This is an optimization exercise on Yosys and OpenROAD, whose aim is a short achievable clock period and few clock cycles, not a production implementation.
The RTL was checked by simulation tests, not by an equivalence proof against the original design.
Power figures rest on the tool's default switching activity, not on a simulated workload.

<file path="flow/design.v">
module ks_add32(a, b, cin, s, cout);
input  [31:0] a, b;
input         cin;
output [31:0] s;
output        cout;
wire [31:0] p = a ^ b;
wire [31:0] g0 = a & b;
wire [31:0] g1, p1, g2, p2, g3, p3, g4, p4, g5, p5;
wire [31:0] gi = {g0[31:1], g0[0] | (p[0] & cin)};
genvar k;
generate
  for (k = 0; k < 32; k = k + 1) begin : lv
    if (k >= 1) begin
      assign g1[k] = gi[k] | (p[k] & gi[k-1]);
      assign p1[k] = p[k] & p[k-1];
    end else begin
      assign g1[k] = gi[k];
      assign p1[k] = p[k];
    end
    if (k >= 2) begin
      assign g2[k] = g1[k] | (p1[k] & g1[k-2]);
      assign p2[k] = p1[k] & p1[k-2];
    end else begin
      assign g2[k] = g1[k];
      assign p2[k] = p1[k];
    end
    if (k >= 4) begin
      assign g3[k] = g2[k] | (p2[k] & g2[k-4]);
      assign p3[k] = p2[k] & p2[k-4];
    end else begin
      assign g3[k] = g2[k];
      assign p3[k] = p2[k];
    end
    if (k >= 8) begin
      assign g4[k] = g3[k] | (p3[k] & g3[k-8]);
      assign p4[k] = p3[k] & p3[k-8];
    end else begin
      assign g4[k] = g3[k];
      assign p4[k] = p3[k];
    end
    if (k >= 16) begin
      assign g5[k] = g4[k] | (p4[k] & g4[k-16]);
      assign p5[k] = p4[k] & p4[k-16];
    end else begin
      assign g5[k] = g4[k];
      assign p5[k] = p4[k];
    end
  end
endgenerate
assign s = p ^ {g5[30:0], cin};
assign cout = g5[31];
endmodule
module pfx_add32(g, p, cin, s, cout);
input  [31:0] g, p;
input         cin;
output [31:0] s;
output        cout;
wire [31:0] g1, p1, g2, p2, g3, p3, g4, p4, g5;
genvar k;
generate
  for (k = 0; k < 32; k = k + 1) begin : lv
    if (k >= 1) begin
      assign g1[k] = g[k] | (p[k] & g[k-1]);
      assign p1[k] = p[k] & p[k-1];
    end else begin
      assign g1[k] = g[k];
      assign p1[k] = p[k];
    end
    if (k >= 2) begin
      assign g2[k] = g1[k] | (p1[k] & g1[k-2]);
      assign p2[k] = p1[k] & p1[k-2];
    end else begin
      assign g2[k] = g1[k];
      assign p2[k] = p1[k];
    end
    if (k >= 4) begin
      assign g3[k] = g2[k] | (p2[k] & g2[k-4]);
      assign p3[k] = p2[k] & p2[k-4];
    end else begin
      assign g3[k] = g2[k];
      assign p3[k] = p2[k];
    end
    if (k >= 8) begin
      assign g4[k] = g3[k] | (p3[k] & g3[k-8]);
      assign p4[k] = p3[k] & p3[k-8];
    end else begin
      assign g4[k] = g3[k];
      assign p4[k] = p3[k];
    end
    if (k >= 16)
      assign g5[k] = g4[k] | (p4[k] & g4[k-16]);
    else
      assign g5[k] = g4[k];
  end
endgenerate
assign s = p ^ {g5[30:0], cin};
assign cout = g5[31];
endmodule
module kustar(clock, clear, mem_addr, mem_wdata, mem_rdata, mem_read, mem_write);
input clock, clear;
output [31:0] mem_addr, mem_wdata;
input [31:0] mem_rdata;
output mem_read, mem_write;
reg [29:0] pc_q;         
reg [31:0] ea_q;         
reg        mcyc;         
reg        wr_q, rd_q;
reg [31:0] wd_q;
reg        m_lw;         
reg [4:0]  m_rt;
reg        xv;
reg [29:0] ipc;
reg        x_r, x_lw, x_sw, x_beq, x_and, x_or, x_slt, x_sub;
reg [4:0]  x_rs, x_rt, x_rd;
reg [31:0] x_imm;
reg [29:0] x_bt;
reg [31:0] a_q, b_q;
reg [31:0] bx_q;         
reg        cin_q, x_add;
reg [31:0] rf [1:31];
reg        w_en;
reg [4:0]  w_tag;
reg [31:0] w_q;          
reg [31:0] l_q;          
reg        w_isl;        
wire [31:0] ins = mem_rdata;
wire [5:0]  f_op = ins[31:26];
wire [4:0]  f_rs = ins[25:21];
wire [4:0]  f_rt = ins[20:16];
wire [4:0]  f_rd = ins[15:11];
wire [5:0]  f_fn = ins[5:0];
wire [29:0] fpc  = pc_q;
wire [29:0] fpc1 = fpc + 30'd1;
wire [31:0] f_bt_s;
wire        f_bt_c;
ks_add32 btadd({16'd0, fpc[15:0]}, {16'd0, ins[15:0]}, 1'b1, f_bt_s, f_bt_c);
wire [13:0] fhi_p = fpc[29:16] + 14'd1;
wire [13:0] fhi_m = fpc[29:16] - 14'd1;
wire [13:0] f_bt_hi = (f_bt_s[16] && !ins[15]) ? fhi_p :
                      (!f_bt_s[16] && ins[15]) ? fhi_m : fpc[29:16];
wire [29:0] f_bt = {f_bt_hi, f_bt_s[15:0]};
wire [29:0] f_jt = {fpc1[29:26], ins[25:0]};
wire        f_isr  = (f_op == 6'd0);
wire        f_islw = (f_op == 6'd35);
wire        f_issw = (f_op == 6'd43);
wire        f_isbeq = (f_op == 6'd4);
wire        f_isj  = (f_op == 6'd2);
wire        f_beqt = f_isbeq && (f_rs == f_rt);
wire [29:0] f_next = f_isj ? f_jt : (f_beqt ? f_bt : fpc1);
wire        xact = xv && !mcyc;
wire        x_mem = x_lw | x_sw;
wire [31:0] sum;
wire        cout;
wire [31:0] p_x = a_q ^ bx_q;
wire [31:0] g_x = {a_q[31:1] & bx_q[31:1], (a_q[0] & bx_q[0]) | (p_x[0] & cin_q)};
pfx_add32 adder(g_x, p_x, cin_q, sum, cout);
wire        ltu  = ~cout;
wire [31:0] res  = ({32{x_and}} & (a_q & b_q)) | ({32{x_or}} & (a_q | b_q)) |
                   ({32{x_add}} & sum) | {31'd0, x_slt & ltu};
wire        eq   = (a_q == b_q);
wire        go_m = xact && x_mem;
wire        taken = xact && x_beq && eq;
wire        we_x = xact && x_r && (x_rd != 5'd0);
wire        we_m = mcyc && m_lw && (m_rt != 5'd0);
wire        we   = we_x || we_m;
wire [4:0]  wa   = mcyc ? m_rt : x_rd;
wire [31:0] wv   = w_isl ? l_q : w_q;    
wire        ld_ir = !mcyc;            
wire [4:0]  o_rs  = ld_ir ? f_rs : x_rs;
wire [4:0]  o_rt  = ld_ir ? f_rt : x_rt;
wire [31:0] rf_a  = (f_rs == 5'd0) ? 32'd0 : (w_en && w_tag == f_rs) ? wv : rf[f_rs];
wire [31:0] rf_b  = (f_rt == 5'd0) ? 32'd0 : (w_en && w_tag == f_rt) ? wv : rf[f_rt];
wire        f_users = f_isr | f_islw | f_issw | (f_isbeq & !f_beqt);
wire        f_usert = f_isr | f_issw | (f_isbeq & !f_beqt);
wire        haz_new = we_x && ((f_users && x_rd == f_rs) || (f_usert && x_rd == f_rt));
wire [31:0] held_a = (w_en && w_tag == x_rs) ? wv : a_q;
wire [31:0] held_b = (w_en && w_tag == x_rt) ? wv : b_q;
wire [31:0] n_a = ld_ir ? rf_a : (we_m && m_rt == x_rs) ? mem_rdata : held_a;
wire [31:0] n_b = ld_ir ? rf_b : (we_m && m_rt == x_rt) ? mem_rdata : held_b;
wire        f_and = f_isr && (f_fn == 6'b100100);
wire        f_or  = f_isr && (f_fn == 6'b100101);
wire        f_slt = f_isr && (f_fn == 6'b101010);
wire        f_sub = f_isr && ((f_fn == 6'b100010) || (f_fn == 6'b101010));
wire        o_mem = ld_ir ? (f_islw | f_issw) : x_mem;
wire        o_sub = ld_ir ? f_sub : x_sub;
wire [31:0] o_imm = ld_ir ? {{16{ins[15]}}, ins[15:0]} : x_imm;
wire [31:0] n_bx  = o_mem ? o_imm : (o_sub ? ~n_b : n_b);
wire        n_cin = o_sub && !o_mem;
wire        smc   = mcyc && wr_q && xv && (ea_q[31:2] == ipc);
integer i;
always @(posedge clock or posedge clear)
begin
  if (clear) begin
    pc_q <= 0; mcyc <= 0; wr_q <= 0; rd_q <= 1;
    m_lw <= 0;
    xv <= 0; x_r <= 0; x_lw <= 0; x_sw <= 0; x_beq <= 0;
    x_and <= 0; x_or <= 0; x_slt <= 0; x_sub <= 0; x_add <= 0;
    for (i = 1; i < 32; i = i + 1) rf[i] <= 0;
    w_en <= 0;
  end else begin
    if (w_en) rf[w_tag] <= wv;
    w_en <= we;
    if (mcyc) begin
      mcyc <= 0;
      wr_q <= 0;
      rd_q <= 1;
      if (smc) begin
        pc_q <= ipc;
        xv <= 0;
      end
    end else begin
      xv <= !taken;
      x_r <= f_isr;
      x_lw <= f_islw;
      x_sw <= f_issw;
      x_beq <= f_isbeq && !f_beqt;
      x_and <= f_and;
      x_or  <= f_or;
      x_slt <= f_slt;
      x_sub <= f_sub;
      x_add <= !(f_and || f_or || f_slt);
      if (haz_new) begin
        mcyc <= 1;
        pc_q <= f_next;
        wr_q <= 0;
        rd_q <= 1;
        m_lw <= 0;
      end else if (go_m) begin
        mcyc <= 1;
        pc_q <= f_next;
        wr_q <= x_sw;
        rd_q <= !x_sw;
        m_lw <= x_lw;
      end else if (taken) begin
        pc_q <= x_bt;
      end else begin
        pc_q <= f_next;
      end
    end
  end
end
always @(posedge clock)
begin
  w_tag <= wa;
  w_q <= res;
  ea_q <= sum;
  l_q <= mem_rdata;
  w_isl <= mcyc;
  a_q <= n_a;
  b_q <= n_b;
  bx_q <= n_bx;
  cin_q <= n_cin;
  if (!mcyc) begin
    ipc <= fpc;
    x_rs <= f_rs;
    x_rt <= f_rt;
    x_rd <= f_rd;
    x_imm <= {{16{ins[15]}}, ins[15:0]};
    x_bt <= f_bt;
    if (!haz_new && go_m) begin
      wd_q <= b_q;
      m_rt <= x_rt;
    end
  end
end
assign mem_addr  = mcyc ? ea_q : {pc_q, 2'b00};
assign mem_wdata = wd_q;
assign mem_write = wr_q;
assign mem_read  = rd_q;
endmodule
</file>
<file path="flow/run.sh">
#!/bin/bash
# synth_recipe.tcl (not shown) runs the flow's synth.tcl, then flattens the netlist and writes it again
# the make line also repeats each setting of config.mk as NAME=value (left out here)
make -C /OpenROAD-flow-scripts/flow DESIGN_CONFIG=/design/flow/config.mk WORK_HOME=/design/flow/orfs CLKGATE_MAP_FILE= SYNTH_SCRIPT=/design/flow/synth_recipe.tcl finish
</file>
<file path="flow/config.mk">
export PLATFORM = sky130hd
export DESIGN_NAME = kustar
export DESIGN_NICKNAME = kustar
export VERILOG_FILES = /design/flow/design.v
export SDC_FILE = /design/flow/constraint.sdc
export NUM_CORES = 4
export LEC_CHECK = 0
export CAP_MARGIN = 20
export CORE_MARGIN = 2
export CORE_UTILIZATION = 45
export SETUP_SLACK_MARGIN = 2.5
export SLEW_MARGIN = 20
</file>
<file path="flow/constraint.sdc">
create_clock -name core_clock -period 5.0 [get_ports {clock}]
set_input_delay 1.0000 -clock core_clock [delete_from_list [all_inputs] [get_ports {clock}]]
set_output_delay 1.0000 -clock core_clock [all_outputs]
set_load 0.01 [all_outputs]
</file>
==> results.json, run 1 <==
{
  "status": "timing/DRC/antenna clean",
  "grt_use_total": 0.497,
  "worst-path-buf-inv": 3,
  "first_pass_iters": 12,
  "cts_htree_levels": 4,
  "fin_nets": 8198,
  "yosys.area.top_type": "dfrtp_1",
  "cts_buffer_depth": 3,
  "yosysWarningCount": 2,
  "final_max_slew_viol_count": 0,
  "wl_met1_um": 139000,
  "cp_top_family": "flip-flops",
  "synth.top_cell.area_share": 0.385,
  "grt_max_degree": 120,
  "worstHoldStart": "mem_rdata[31]",
  "nFillCells": 12200,
  "reg2reg_slack_ns": 1.76,
  "gp_congestion": 1.01,
  "drc_errors": 0,
  "reg2reg_from": "a_q[0]",
  "die_y_um": 391,
  "cap_violations": 0,
  "worstRegToRegCells": 13,
  "met3_length_um": 58800,
  "grt_pass1_wl_um": 527000,
  "required_ns": 4.00,
  "worstSkewPairLatency_ns": 0.85,
  "row_count": 141,
  "multi_input_area_um2": 35600,
  "period_needed_ns": 3.28,
  "via_per_inst": 7.03,
  "synth_ff_type": "dfrtp_1",
  "synth-seq-cells": 1380,
  "chipWidth_um": 391,
  "met2WireLength_um": 161000,
  "end_kind": "output pin",
  "grt_pass1_vias": 65000,
  "critPathMaxStageDelay_ns": 0.60,
  "critical_path.cell_chain": "buf_16 -> buf_8 -> mux2_4 -> buf_6",
  "cp-startpoint": "mcyc",
  "first_iter_violations": 12700,
  "initial_core_util": 0.455,
  "antenna_left": 0,
  "die_area_um2": 153000,
  "routed_wirelength_um": 400000,
  "synth-edff-count": 144,
  "p_leak_nw": 39.7,
  "totalNegativeSetupSlack_ns": 0,
  "pin_count": 100,
  "synthTopCellsByCount": "1036 x dfrtp_1, 831 x a22oi_1, 814 x nor2_1",
  "area_delta_synth_final_pct": 37.4,
  "hold_depth": 1,
  "synth.most_common_cell": "dfrtp_1",
  "placed_cells": 9100,
  "grt_overflow": 0,
  "synth_nets": 7421,
  "clk_pin_slew_ns": 0.06,
  "setup-violations-final": 0,
  "coreArea_um2": 148000,
  "synth.distinct_cells": 80,
  "syn_inst": 7270,
  "top_layer_used": "met5",
  "crit_type": "register to output pin",
  "worstPathMaxFanout": 6,
  "cts_sinks": 1380,
  "slew_headroom": 0.276,
  "vias": 71100,
  "dpl.hpwl_um": 231000,
  "seqCellArea_um2": 34300,
  "fin_skew_ns": 0.0297,
  "cts_tree": "yes",
  "period_share": 0.656,
  "ctsHoldBuffers": 0,
  "worstHoldPathType": "input pin to register",
  "wl_per_cell_um": 39.5,
  "worst_pin_slew_ns": 1.06,
  "cts-buffers-inserted": 155,
  "fmax_mhz": 305,
  "synthesis.area_um2": 67400,
  "place.port_buffers": 99,
  "irDropWorstVdd_mv": 0.325,
  "pwr_density_cell_nw_per_um2": 345,
  "syn_avg_cell_area_um2": 9.27,
  "finalHoldViolCount": 0,
  "rsz0062_at_grt": "true",
  "drive_above_1_share": 0.292,
  "crit_slowest_cell": "dfrtp_4",
  "synthTopCellsByArea": "dfrtp_1 38%, a22oi_1 9.3%, edfxtp_1 6.4%, dfxtp_1 5.9%, a21oi_1 5.8%",
  "fin_cells": 10100,
  "antenna_found_initial": 15,
  "startpoint_type": "register",
  "arrival_ns": 2.28,
  "ys_seq_area_frac": 0.509,
  "root_buffer": "clkbuf_16",
  "synthArstFlopShare": 0.751,
  "path_depth": 4
}
==> through the flow <==
stage	cell area (um^2)	hold slack (ns)	power [W]	setup WS (ns)	util
2_1_floorplan	67600	0.362	0.0160	-10.30	-
3_3_place_gp	73400	0.423	0.0181	-0.103	0.496
3_5_place_dp	73500	0.431	0.0182	-0.0844	0.496
4_1_cts	87200	0.322	0.0310	1.71	0.589
5_1_grt	92500	0.313	0.0326	1.68	0.624
6_report	92600	0.330	0.0319	1.72	0.625
==> final cells by class <==
class | count | share of cell area
inverters | 115 | 0.00487
diodes | 10 | 0.000270
clock buffers | 225 | 0.0500
repair buffers | 1244 | 0.157
repair inverters | 1 | 0.0000946
clock inverters | 61 | 0.00661
well taps | 1930 | 0.0261
multi-input cells | 5150 | 0.385
flip-flops and latches | 1380 | 0.371
==> where the power goes <==
group	switching, W	internal (W)
sequential	0.00121	0.0124
combinational	0.00365	0.00264
clock	0.00509	0.00694
total	0.00995	0.0220
==> cells by family (layout without fill, tap and decap cells) <==
group,after synthesis,count (layout),share of synthesized area
flops,1380,1380,0.509
fa+ha+maj,117,117,0.0221
xor+xnor,182,182,0.0237
buf+inv,755,1646,0.0447
compound gates,2535,2535,0.236
other cells,0,10,0
simple gates,2114,2129,0.135
mux,187,187,0.0301
==> worst paths after layout <==
check / to
worst max register to register: w_q[20]
min in group asynchronous: mcyc
max in group asynchronous: rf[26][8]
worst min-delay path: l_q[31]
worst max-delay path: mem_addr[9]
worst min register to register: x_imm[26]
==> per-layer routing <==
layer,up-vias,GRT usage
met4,18,0.386
met3,2149,0.201
met2,6495,0.702
met5,-,0.00128
met1,34500,0.602
li1,28000,-
==> sequential cells by signal (all words and copies together) (netlist names), 5 cells and up <==
| name | cells |
|---|---|
| m_rt | 5 |
| x_rt | 5 |
| x_rd | 5 |
| ipc | 30 |
| rf | 992 |
| a_q | 32 |
| x_bt | 30 |
| b_q | 32 |
| bx_q | 32 |
| x_imm | 32 |
| wd_q | 32 |
| pc_q | 30 |
| w_q | 32 |
| l_q | 32 |
| w_tag | 5 |
| ea_q | 32 |
| x_rs | 5 |
==> cells in the final DEF (no fill, tap or decap), types with 27 or more instances in the layout <==
cell / instances
dfrtp_1: 1024
nand2_1: 758
a21oi_1: 723
nor2_1: 712
a22oi_1: 674
buf_4: 588
o21ai_0: 511
buf_6: 285
buf_12: 220
dfxtp_1: 193
clkbuf_16: 179
a22oi_2: 157
edfxtp_1: 144
nand4_1: 119
inv_1: 108
xor2_1: 91
nand3_1: 90
nor2_4: 88
ha_1: 88
mux2_2: 82
xnor2_1: 59
nor3_2: 56
a21oi_2: 51
a221o_1: 51
a222oi_1: 50
o22ai_1: 47
mux2_4: 42
buf_8: 40
clkbuf_1: 33
o21ai_1: 32
buf_16: 31
mux2i_1: 29
clkbuf_8: 28
nor3_1: 27
==> repair_timing <==
action / 4_1_cts / 5_1_grt
pin swaps: 357 / 386
setup buffers: 418 / 239
endpoints found under the setup margin: 1069 / 480
gates cloned: 44 / 18
resized for setup: 1125 / 668
Testbench counts, summed over its fixed seeds: cycles 31,117.
==> run 2, diff against run 1 <==
--- a/flow/design.v
+++ b/flow/design.v
@@ -104,4 +104,5 @@
 reg [29:0] pc_q;         
 reg [31:0] ea_q;         
+reg        asel_q;       
 reg        mcyc;         
 reg        wr_q, rd_q;
@@ -121,5 +122,8 @@
 reg        w_en;
 reg [4:0]  w_tag;
-reg [31:0] w_q;          
+reg [31:0] lg_q;         
+reg        slt_q;        
+reg        w_lg, w_slt;  
+reg        smc_q;        
 reg [31:0] l_q;          
 reg        w_isl;        
@@ -148,5 +152,5 @@
 wire        f_beqt = f_isbeq && (f_rs == f_rt);
 wire [29:0] f_next = f_isj ? f_jt : (f_beqt ? f_bt : fpc1);
-wire        xact = xv && !mcyc;
+wire        xact = xv && !mcyc && !smc_q;
 wire        x_mem = x_lw | x_sw;
 wire [31:0] sum;
@@ -156,6 +160,4 @@
 pfx_add32 adder(g_x, p_x, cin_q, sum, cout);
 wire        ltu  = ~cout;
-wire [31:0] res  = ({32{x_and}} & (a_q & b_q)) | ({32{x_or}} & (a_q | b_q)) |
-                   ({32{x_add}} & sum) | {31'd0, x_slt & ltu};
 wire        eq   = (a_q == b_q);
 wire        go_m = xact && x_mem;
@@ -165,5 +167,5 @@
 wire        we   = we_x || we_m;
 wire [4:0]  wa   = mcyc ? m_rt : x_rd;
-wire [31:0] wv   = w_isl ? l_q : w_q;    
+wire [31:0] wv   = w_isl ? l_q : w_slt ? {31'd0, slt_q} : w_lg ? lg_q : ea_q;
 wire        ld_ir = !mcyc;            
 wire [4:0]  o_rs  = ld_ir ? f_rs : x_rs;
@@ -192,5 +194,5 @@
 begin
   if (clear) begin
-    pc_q <= 0; mcyc <= 0; wr_q <= 0; rd_q <= 1;
+    pc_q <= 0; mcyc <= 0; asel_q <= 0; smc_q <= 0; wr_q <= 0; rd_q <= 1;
     m_lw <= 0;
     xv <= 0; x_r <= 0; x_lw <= 0; x_sw <= 0; x_beq <= 0;
@@ -201,12 +203,10 @@
     if (w_en) rf[w_tag] <= wv;
     w_en <= we;
+    asel_q <= 0;
+    smc_q <= smc;
     if (mcyc) begin
       mcyc <= 0;
       wr_q <= 0;
       rd_q <= 1;
-      if (smc) begin
-        pc_q <= ipc;
-        xv <= 0;
-      end
     end else begin
       xv <= !taken;
@@ -220,5 +220,8 @@
       x_sub <= f_sub;
       x_add <= !(f_and || f_or || f_slt);
-      if (haz_new) begin
+      if (smc_q) begin
+        xv <= 0;
+        pc_q <= ipc;
+      end else if (haz_new) begin
         mcyc <= 1;
         pc_q <= f_next;
@@ -228,4 +231,5 @@
       end else if (go_m) begin
         mcyc <= 1;
+        asel_q <= 1;
         pc_q <= f_next;
         wr_q <= x_sw;
@@ -243,5 +247,8 @@
 begin
   w_tag <= wa;
-  w_q <= res;
+  lg_q <= x_and ? (a_q & b_q) : (a_q | b_q);
+  slt_q <= ltu;
+  w_lg <= x_and | x_or;
+  w_slt <= x_slt;
   ea_q <= sum;
   l_q <= mem_rdata;
@@ -264,5 +271,5 @@
   end
 end
-assign mem_addr  = mcyc ? ea_q : {pc_q, 2'b00};
+assign mem_addr  = asel_q ? ea_q : {pc_q, 2'b00};
 assign mem_wdata = wd_q;
 assign mem_write = wr_q;
--- a/flow/config.mk
+++ b/flow/config.mk
@@ -8,5 +8,5 @@
 export CAP_MARGIN = 20
 export CORE_MARGIN = 2
-export CORE_UTILIZATION = 45
+export CORE_UTILIZATION = 40
 export SETUP_SLACK_MARGIN = 2.5
 export SLEW_MARGIN = 20
==> run 2 against run 1 <==
Still clean on timing, DRC and antenna. Flip-flop and latch count increased by 4. Core utilization decreased by 7.2 points. Wire length increased by 1.2%. Non-clock buffer count decreased by 52. Worst hold slack improved by 0.020 ns. Synthesized area increased by 0.87%. First-iteration DRC count increased by 3.8%. Final cell count increased by 3.0%. Largest power group unchanged.
==> results.json, run 2 <==
{
  "end_kind": "output pin",
  "grt_max_degree": 117,
  "reg2reg_slack_ns": 1.92,
  "switching_share": 0.309,
  "coreArea_um2": 169000,
  "final_common_cell": "dfrtp_1",
  "layout_setup_ws_ns": 1.92,
  "seqPwrFrac": 0.422,
  "grt_pass1_vias": 65200,
  "slew_headroom": 0.307,
  "chipWidth_um": 416,
  "fmax_mhz": 325,
  "cts_htree_levels": 4,
  "yosys.area.top_type": "dfrtp_1",
  "grt_overflow": 0,
  "layout_common_cells": "1024 x dfrtp_1, 707 x nor2_1, 702 x nand2_1",
  "pwr_density_cell_nw_per_um2": 341,
  "synth.distinct_cells": 83,
  "cap_violations": 0,
  "fin_util": 0.552,
  "dpl.hpwl_um": 226000,
  "final_max_slew_viol_count": 0,
  "crit_type": "register to output pin",
  "synth.mux.area_fraction": 0.0204,
  "hold_ws_ns": 0.349,
  "critical_path.cell_chain": "buf_12 -> buf_12 -> mux2_2 -> buf_6",
  "initial_core_util": 0.402,
  "period_needed_ns": 3.08,
  "rsz0062_at_grt": "true",
  "first_pass_iters": 13,
  "synth_nets": 7485,
  "p_int_w": 0.0220,
  "antenna_found_initial": 32,
  "die_y_um": 416,
  "p_leak_nw": 39.6,
  "ctsHoldBuffers": 0,
  "synth_xor_xnor_area_share": 0.0231,
  "largest_reg_flops": 992,
  "synth_fa_ha_area_frac": 0.0219,
  "syn_avg_cell_area_um2": 9.27,
  "required_ns": 4.00,
  "root_buffer": "clkbuf_16",
  "synthesis.area_um2": 68000,
  "synth-seq-cells": 1384,
  "arrival_ns": 2.08,
  "p_clk_frac": 0.390,
  "pin_count": 100,
  "cts_sinks": 1384,
  "period_share": 0.615,
  "place.port_buffers": 99,
  "drc_errors": 0,
  "die_area_um2": 173000,
  "synthTopCellsByCount": "1037 x dfrtp_1, 799 x a22oi_1, 779 x nor2_1",
  "grt_use_total": 0.436,
  "routed_wirelength_um": 405000,
  "fin_skew_ns": 0.0354,
  "synth-edff-count": 144,
  "syn_inst": 7334,
  "antenna_left": 0,
  "fin_nets": 8193,
  "via_per_inst": 6.95,
  "worst_pin_slew_ns": 1.03,
  "vias": 72400,
  "gp_congestion": 1.01,
  "pre_cts_slack_ns": 0.0467,
  "row_count": 151,
  "area_delta_synth_final_pct": 37.4,
  "finalHoldViolCount": 0,
  "synth_ff_type": "dfrtp_1",
  "cpMostUsedCell": "buf_12",
  "synth-compound-area-share": 0.235,
  "cts-buffers-inserted": 157,
  "status": "timing/DRC/antenna clean",
  "power_switching_w": 0.00985,
  "first_iter_violations": 13200,
  "combPwrFrac": 0.188,
  "synthTopCellsByArea": "dfrtp_1 38%, a22oi_1 8.8%, edfxtp_1 6.4%, dfxtp_1 6.0%, a21oi_1 5.4%",
  "worstPathMaxFanout": 8,
  "grt_pass1_wl_um": 530000,
  "cts_buffer_depth": 3,
  "synth_top_family_by_area": "compound AO/OA/AOI/OAI gates",
  "totalNegativeSetupSlack_ns": 0,
  "worstHoldPathType": "input pin to register",
  "regMostFlops": "rf",
  "synthArstFlopShare": 0.750,
  "irDropWorstVdd_mv": 0.270,
  "crit_slowest_cell": "dfrtp_4",
  "synth.most_common_cell": "dfrtp_1",
  "cts_tree": "yes",
  "ys_seq_area_frac": 0.505,
  "yosysWarningCount": 2,
  "startpoint_type": "register",
  "wl_per_cell_um": 38.8,
  "critPathMaxStageDelay_ns": 0.52,
  "synth.top_cell.area_share": 0.382,
  "worstSkewPairLatency_ns": 0.84,
  "setup-violations-final": 0,
  "synthSimpleGateAreaFrac": 0.149,
  "clk_pin_slew_ns": 0.06,
  "drive_above_1_share": 0.289
}
-- run 2: cell count changes in the layout (fill, tap and decap cells not counted), sizes merged, moves of 39 or more --
cell     change
and3       +142
nand2       -61
a21oi       -59
nor3        -51
xor2        -47
xnor2       +44
a221o       -43
a2111oi     +39
mux2i       -39
-- run 2: worst max-delay path, delay by kind of cell (launching register included) --
family / cells / cell delay, ns
flip-flops: 1 / 0.52
buffers and inverters: 3 / 0.43
multiplexers: 1 / 0.30
-- run 2: path summary, 6_finish.rpt --
kind                                    start      endpoint  cells past startpoint
worst max register to register         a_q[0]         slt_q                     13
min in group asynchronous               clear     rf[1][10]                      3
worst max-delay path                   asel_q  mem_addr[24]                      4
max in group asynchronous               clear    rf[18][19]                      4
worst min register to register          x_slt         w_slt                      0
worst min-delay path            mem_rdata[31]       l_q[31]                      1
-- run 2: cell type report --
cell class | count | area [um^2]
Fill cell | 14300 | 75700
Multi-Input combinational cell | 5194 | 36200
Sequential cell | 1384 | 34400
Timing Repair Buffer | 1192 | 14000
Clock buffer | 224 | 4610
Tap cell | 2218 | 2780
Clock inverter | 67 | 848
Inverter | 113 | 447
Antenna cell | 32 | 80.1
-- run 2: stage by stage --
stage | total power, W | std cells | area (um^2)
finish | 0.0318 | 10400 | 93400
global route | 0.0326 | 10400 | 93300
CTS | 0.0309 | 10100 | 88400
detailed placement | 0.0179 | 9392 | 73900
global placement | 0.0179 | 9387 | 73800
floorplan | 0.0158 | 7334 | 68300
-- run 2: layer usage --
layer	GRT usage	routed length, um	vias up
met2	0.617	161000	6594
li1	-	-	28200
met5	0.00861	943	-
met4	0.343	43500	42
met1	0.514	139000	35200
met3	0.191	60100	2402
-- run 2: kinds of logic after synthesis --
logic type               count (synthesis)
XOR/XNOR                               179
AND/OR/NAND/NOR                       2227
multiplexers                           126
AO/OA/AOI/OAI                         2528
flip-flops                            1384
buffers and inverters                  773
adder cells (fa/ha/maj)                117
-- run 2: power groups by stage --
| stage | combinational (W) | sequential, W | clock (W) |
|---|---|---|---|
| floorplan | 0.00273 | 0.0131 | 0 |
| global placement | 0.00435 | 0.0135 | 0 |
| detailed placement | 0.00440 | 0.0135 | 0 |
| CTS | 0.00519 | 0.0134 | 0.0124 |
| global route | 0.00622 | 0.0135 | 0.0128 |
| finish | 0.00600 | 0.0134 | 0.0124 |
-- run 2: what timing repair did --
| item | CTS | global route |
|---|---|---|
| resized for setup | 1302 | 499 |
| gates cloned | 47 | 19 |
| buffers inserted | 400 | 243 |
| pin swaps | 407 | 406 |
| setup endpoints to repair | 1007 | 620 |
Testbench counts of run 2, summed over its fixed seeds: cycles 31,117.
==> run 3, diff against run 2 <==
--- a/flow/config.mk
+++ b/flow/config.mk
@@ -8,5 +8,5 @@
 export CAP_MARGIN = 20
 export CORE_MARGIN = 2
-export CORE_UTILIZATION = 40
+export CORE_UTILIZATION = 35
 export SETUP_SLACK_MARGIN = 2.5
 export SLEW_MARGIN = 20
==> run 3 against run 2 <==
Non-clock buffer count fell by 11. Sequential share of layout area about the same. Core utilization down 6.7 points. Sequential power is essentially flat. First-iteration DRC count down 5.7%. Critical path type unchanged.
==> results.json, run 3 <==
{
  "vias": 71700,
  "cts_tree": "yes",
  "gp_congestion": 1.01,
  "antenna_left": 0,
  "row_count": 161,
  "worst-path-buf-inv": 3,
  "grt_overflow": 0,
  "chipWidth_um": 445,
  "cp-startpoint": "asel_q",
  "layout_common_cells": "1025 x dfrtp_1, 710 x nor2_1, 698 x nand2_1",
  "synth-seq-cells": 1384,
  "cts_htree_levels": 4,
  "irDropWorstVdd_mv": 0.380,
  "period_needed_ns": 3.20,
  "totalNegativeSetupSlack_ns": 0,
  "critPathMaxStageDelay_ns": 0.58,
  "coreArea_um2": 193000,
  "arrival_ns": 2.20,
  "wl_per_cell_um": 37.1,
  "first_iter_violations": 12400,
  "p_leak_nw": 39.6,
  "cts_buffer_depth": 3,
  "routed_wirelength_um": 397000,
  "path_depth": 4,
  "p_clk_frac": 0.380,
  "pwr_density_cell_nw_per_um2": 332,
  "setup-violations-final": 0,
  "period_share": 0.640,
  "via_per_inst": 6.70,
  "area_delta_synth_final_pct": 37.7,
  "reg2reg_from": "a_q[0]",
  "crit_type": "register to output pin",
  "grt_use_total": 0.381,
  "holdPathEnd": "w_slt",
  "drive_above_1_share": 0.289,
  "largest_reg_flops": 992,
  "cp_top_family": "flip-flops",
  "status": "timing/DRC/antenna clean",
  "ys_seq_area_frac": 0.505,
  "synth.most_common_cell": "dfrtp_1",
  "pin_count": 100,
  "worst_pin_slew_ns": 1.21,
  "worstRegToRegCells": 13,
  "yosys.area.top_type": "dfrtp_1",
  "drc_errors": 0,
  "fin_nets": 8180,
  "synth-edff-count": 144,
  "synth.distinct_cells": 83,
  "fmax_mhz": 312,
  "critical_path.cell_chain": "buf_12 -> buf_6 -> mux2_2 -> buf_6",
  "fin_skew_ns": 0.0452,
  "slew_headroom": 0.195,
  "root_buffer": "clkbuf_16",
  "end_kind": "output pin",
  "reg2reg_slack_ns": 1.88,
  "worstHoldPathType": "register to register",
  "clk_pin_slew_ns": 0.06,
  "synthTopCellsByArea": "dfrtp_1 38%, a22oi_1 8.8%, edfxtp_1 6.4%, dfxtp_1 6.0%, a21oi_1 5.4%",
  "synthesis.area_um2": 68000,
  "worstSkewPairLatency_ns": 0.86,
  "ctsHoldBuffers": 0,
  "synthTopCellsByCount": "1037 x dfrtp_1, 799 x a22oi_1, 779 x nor2_1",
  "syn_avg_cell_area_um2": 9.27,
  "cts-buffers-inserted": 157,
  "crit_slowest_cell": "dfrtp_4",
  "worstHoldStart": "x_slt",
  "syn_inst": 7334,
  "synth_ff_type": "dfrtp_1",
  "cpMostUsedCell": "buf_6",
  "hold_ws_ns": 0.400,
  "synthArstFlopShare": 0.750,
  "cts_sinks": 1384,
  "grt_pass1_vias": 66800,
  "final_max_slew_viol_count": 0,
  "power_switching_w": 0.00968,
  "die_y_um": 445,
  "r2r_end": "slt_q",
  "final_common_cell": "dfrtp_1",
  "switching_share": 0.312,
  "required_ns": 4.00,
  "synth_nets": 7485,
  "hold_depth": 0,
  "finalHoldViolCount": 0,
  "initial_core_util": 0.352,
  "seqPwrFrac": 0.434,
  "cap_violations": 0,
  "regMostFlops": "rf",
  "rsz0062_at_grt": "true",
  "combPwrFrac": 0.186,
  "grt_pass1_wl_um": 531000,
  "grt_max_degree": 145,
  "dpl.hpwl_um": 227000,
  "yosysWarningCount": 2,
  "startpoint_type": "register",
  "worstPathMaxFanout": 7,
  "synth.top_cell.area_share": 0.382,
  "place.port_buffers": 99,
  "antenna_found_initial": 31,
  "p_int_w": 0.0214,
  "die_area_um2": 198000,
  "first_pass_iters": 15
}
## run 3: worst max-delay path by stage
| stage | to | slack, ns |
|---|---|---|
| CTS | mem_addr[27] | 1.80 |
| global placement | bx_q[13] | 0.005 |
| global route | mem_addr[21] | 1.80 |
| detailed placement | bx_q[13] | 0.1 |
| floorplan | asel_q | -10.31 |
| finish | mem_addr[21] | 1.80 |
## run 3: per-stage QoR
step	instance area (um^2)	utilization	setup WS, ns	std cells	power (W)
after floorplan	68300	-	-10.31	7334	0.0158
after global placement	74000	0.384	0.00485	9705	0.0178
after detailed placement	74000	0.384	0.0955	9706	0.0178
after CTS	89400	0.464	1.80	10500	0.0303
after global routing	93500	0.485	1.80	10700	0.0318
final	93600	0.485	1.80	10700	0.0310
## run 3: layout make-up
cell class | instances | area, um^2
clock inverter | 59 | 593
timing repair inverter | 2 | 20.0
tap | 2526 | 3160
multi-input combinational | 5190 | 36400
inverter | 113 | 457
clock buffer | 225 | 4510
antenna | 25 | 62.6
timing repair buffer | 1181 | 13900
sequential | 1384 | 34400
fill | 17200 | 99200
## run 3: layer usage
metal  share of wire  routed length, um  GRT usage
met1            0.34             137000      0.450
met2            0.40             159000      0.537
met3            0.15              59000      0.167
met4            0.10              41300      0.296
met5          0.0022                855     0.0171
## run 3: power groups by stage
stage | logic (W) | registers, W | clock network, W
global placement | 0.00426 | 0.0135 | 0
global route | 0.00605 | 0.0135 | 0.0123
detailed placement | 0.00432 | 0.0135 | 0
finish | 0.00577 | 0.0135 | 0.0118
CTS | 0.00518 | 0.0134 | 0.0118
floorplan | 0.00273 | 0.0131 | 0
## run 3: timing repair
action / CTS / global route
setup endpoints to repair: 1149 / 408
resized for setup: 1422 / 488
cloned: 44 / 17
buffers inserted: 476 / 153
pin swaps: 446 / 393
## run 3: worst register-to-register path, delay by kind of cell, from the launching register on
kind,cells,cell delay [ns]
buf+inv,2,0.13
simple gates,3,0.42
fa+ha+maj,2,0.59
flops,1,0.39
compound gates,6,1.48
## run 3: cell families (layout without fill, tap and decap cells)
| group | Yosys count | in the layout | synth area share |
|---|---|---|---|
| and+or+nand+nor | 2227 | 2240 | 0.149 |
| other | 0 | 25 | 0 |
| muxes | 126 | 126 | 0.0204 |
| AOI/OAI and AO/OA | 2528 | 2528 | 0.235 |
| xor gates and xnor gates | 179 | 179 | 0.0231 |
| adders and majority gates | 117 | 117 | 0.0219 |
| buffers and inverters | 773 | 1580 | 0.0460 |
| DFF | 1384 | 1384 | 0.505 |
==> run 4, diff against run 3 <==
--- a/flow/config.mk
+++ b/flow/config.mk
@@ -8,5 +8,5 @@
 export CAP_MARGIN = 20
 export CORE_MARGIN = 2
-export CORE_UTILIZATION = 35
-export SETUP_SLACK_MARGIN = 2.5
+export CORE_UTILIZATION = 40
+export SETUP_SLACK_MARGIN = 2.7
 export SLEW_MARGIN = 20
==> run 4 against run 3 <==
Global-route usage rose by 6.4 points. Setup slack gained 0.11 ns. Wire length is 4.1% higher. Total power up 2.6%. Clock power is 5% higher. Clock skew is 0.028 ns higher. Count of clock-buffer cells in the layout is 1 lower. Design area up 0.27%. Critical path type unchanged. Critical endpoint is now mem_addr[24]. Largest power group unchanged.
==> results.json, run 4 <==
{
  "grt_use_total": 0.445,
  "pre_cts_slack_ns": 0.0467,
  "fin_skew_ns": 0.0734,
  "first_pass_iters": 13,
  "chipWidth_um": 416,
  "worst_pin_slew_ns": 0.995,
  "status": "timing/DRC/antenna clean",
  "combPwrFrac": 0.189,
  "cp_top_family": "flip-flops",
  "coreArea_um2": 169000,
  "die_y_um": 416,
  "cts_tree": "yes",
  "syn_inst": 7334,
  "layout_setup_ws_ns": 1.91,
  "switching_share": 0.310,
  "grt_max_degree": 117,
  "power_switching_w": 0.00987,
  "synthTopCellsByCount": "1037 x dfrtp_1, 799 x a22oi_1, 779 x nor2_1",
  "p_int_w": 0.0220,
  "wl_per_cell_um": 39.7,
  "grt_overflow": 0,
  "worstHoldPathType": "input pin to register",
  "regMostFlops": "rf",
  "largest_reg_flops": 992,
  "via_per_inst": 7.01,
  "worst-path-buf-inv": 3,
  "setup-violations-final": 0,
  "yosys.area.top_type": "dfrtp_1",
  "totalNegativeSetupSlack_ns": 0,
  "place.port_buffers": 99,
  "synth-seq-cells": 1384,
  "arrival_ns": 2.09,
  "yosysWarningCount": 2,
  "finalHoldViolCount": 0,
  "syn_avg_cell_area_um2": 9.27,
  "cpMostUsedCell": "buf_12",
  "synthArstFlopShare": 0.750,
  "irDropWorstVdd_mv": 0.281,
  "cts_sinks": 1384,
  "critical_path.cell_chain": "buf_12 -> buf_12 -> mux2_2 -> buf_6",
  "synth_nets": 7485,
  "synthesis.area_um2": 68000,
  "synth.distinct_cells": 83,
  "end_kind": "output pin",
  "cap_violations": 0,
  "seqPwrFrac": 0.422,
  "worstSkewPairLatency_ns": 0.89,
  "cts-buffers-inserted": 157,
  "root_buffer": "clkbuf_16",
  "gp_congestion": 1.01,
  "final_max_slew_viol_count": 0,
  "antenna_left": 0,
  "cts_buffer_depth": 3,
  "nFillCells": 14300,
  "drive_above_1_share": 0.292,
  "ys_seq_area_frac": 0.505,
  "area_delta_synth_final_pct": 38.1,
  "critPathMaxStageDelay_ns": 0.53,
  "synth.top_cell.area_share": 0.382,
  "worstPathMaxFanout": 8,
  "required_ns": 4.00,
  "pin_count": 100,
  "fin_util": 0.555,
  "rsz0062_at_grt": "true",
  "startpoint_type": "register",
  "hold_ws_ns": 0.327,
  "p_clk_frac": 0.390,
  "routed_wirelength_um": 413000,
  "slew_headroom": 0.330,
  "drc_errors": 0,
  "fmax_mhz": 324,
  "period_share": 0.618,
  "initial_core_util": 0.402,
  "period_needed_ns": 3.09,
  "synthTopCellsByArea": "dfrtp_1 38%, a22oi_1 8.8%, edfxtp_1 6.4%, dfxtp_1 6.0%, a21oi_1 5.4%",
  "synth-edff-count": 144,
  "clk_pin_slew_ns": 0.06,
  "final_common_cell": "dfrtp_1",
  "crit_type": "register to output pin",
  "grt_pass1_wl_um": 539000,
  "die_area_um2": 173000,
  "p_leak_nw": 39.8,
  "synth_ff_type": "dfrtp_1",
  "antenna_found_initial": 33,
  "vias": 72900,
  "cts_htree_levels": 4,
  "crit_slowest_cell": "dfrtp_4",
  "fin_nets": 8176,
  "grt_pass1_vias": 66000,
  "first_iter_violations": 13600,
  "layout_common_cells": "1024 x dfrtp_1, 708 x nor2_1, 699 x nand2_1",
  "dpl.hpwl_um": 226000,
  "synth.most_common_cell": "dfrtp_1",
  "row_count": 151,
  "pwr_density_cell_nw_per_um2": 340
}
==> run 4: cell families (layout without fill, tap and decap cells) <==
kind of cell    after synthesis  count (layout)  share of synthesized area
flops                      1384            1384                      0.505
mux                         126             126                     0.0204
fa+ha+maj                   117             117                     0.0219
simple gates               2227            2254                      0.149
compound gates             2528            2528                      0.235
other cells                   0              32                          0
xor+xnor                    179             179                     0.0231
buf+inv                     773            1569                     0.0460
==> run 4: layout make-up <==
type,instances,area [um^2],share of cell area
antenna,32,80.1,0.000853
clock buffer,224,4610,0.0491
clock inverter,67,848,0.00904
inverter,113,444,0.00473
multi-input combinational,5204,36400,0.388
sequential,1384,34400,0.367
tap,2218,2780,0.0296
timing repair buffer,1165,14300,0.152
==> run 4: repair_timing <==
| item | 4_1_cts | 5_1_grt |
|---|---|---|
| pin swaps | 446 | 361 |
| setup buffers | 439 | 164 |
| hold buffers | 0 | 0 |
| resized for setup | 1421 | 487 |
| endpoints found under the setup margin | 1303 | 790 |
| gates cloned | 60 | 29 |
==> run 4: per-stage QoR <==
step / instances / cell area, um^2 / total power, W
3_5_place_dp: 9392 / 73900 / 0.0179
5_1_grt: 10400 / 93800 / 0.0326
6_report: 10400 / 93800 / 0.0319
3_3_place_gp: 9387 / 73800 / 0.0179
2_1_floorplan: 7334 / 68300 / 0.0158
4_1_cts: 10200 / 89300 / 0.0310
==> run 4: worst paths after layout <==
kind	start	to	slack, ns	cells after the start
min in group asynchronous	clear	rf[26][0]	1.09	3
max in group asynchronous	clear	rf[18][19]	3.03	4
worst max-delay path	asel_q	mem_addr[24]	1.91	4
worst min register to register	x_slt	w_slt	0.37	0
worst min-delay path	mem_rdata[30]	l_q[30]	0.33	1
worst max register to register	a_q[0]	slt_q	1.92	13
==> run 4: per-layer routing <==
metal / vias to the layer above / GRT usage / part of all wire
li1: 28300 / - / -
met1: 35300 / 0.517 / 0.34
met2: 6824 / 0.626 / 0.39
met3: 2527 / 0.201 / 0.15
met4: 46 / 0.361 / 0.11
met5: - / 0.0206 / 0.0017
==> run 4: power by group through the flow <==
stage,Clock [W],Combinational [W],Sequential [W]
2_1_floorplan,0,0.00273,0.0131
3_3_place_gp,0,0.00435,0.0135
3_5_place_dp,0,0.00440,0.0135
4_1_cts,0.0124,0.00530,0.0134
5_1_grt,0.0129,0.00623,0.0135
6_report,0.0124,0.00602,0.0134

==> separate check: timing with driven ports <==
Ports are ideal in the flow. The routed layouts listed here were re-timed in OpenROAD. Step 1: set_driving_cell puts a clkbuf_16 on clock and a buf_2 on each other input, an assumption about the parent block. Step 2, shift: input delay + t, output delay - t, t = (earliest + latest rising clock arrival at the registers) / 2. This alone moves slack from input paths to output paths. Three values: no drivers, after step 1, after step 2; two values: the first two.
| run | t, ns | slack for setup (ns) | worst hold slack (ns) | worst setup path after step 2 | worst slew at a driven data input, ns |
|---|---|---|---|---|---|
| run 1 | 0.919 | 1.718 / 1.635 / 0.944 | 0.330 / 0.363 / 0.451 | input to register | 0.25 |
| run 2 | 0.906 | 1.923 / 1.838 / 1.062 | 0.349 / 0.335 / 0.370 | input to register | 0.12 |
| run 3 | 0.936 | 1.798 / 1.701 / 0.920 | 0.400 / 0.360 / 0.400 | input to register | 0.37 |
| run 4 | 0.933 | 1.912 / 1.827 / 1.042 | 0.327 / 0.308 / 0.371 | input to register | 0.21 |
After both steps every run listed still meets setup and hold. For run 3, which loses most, drivers alone change the setup slack by -0.097 ns; drivers and shift together by -0.878 ns.
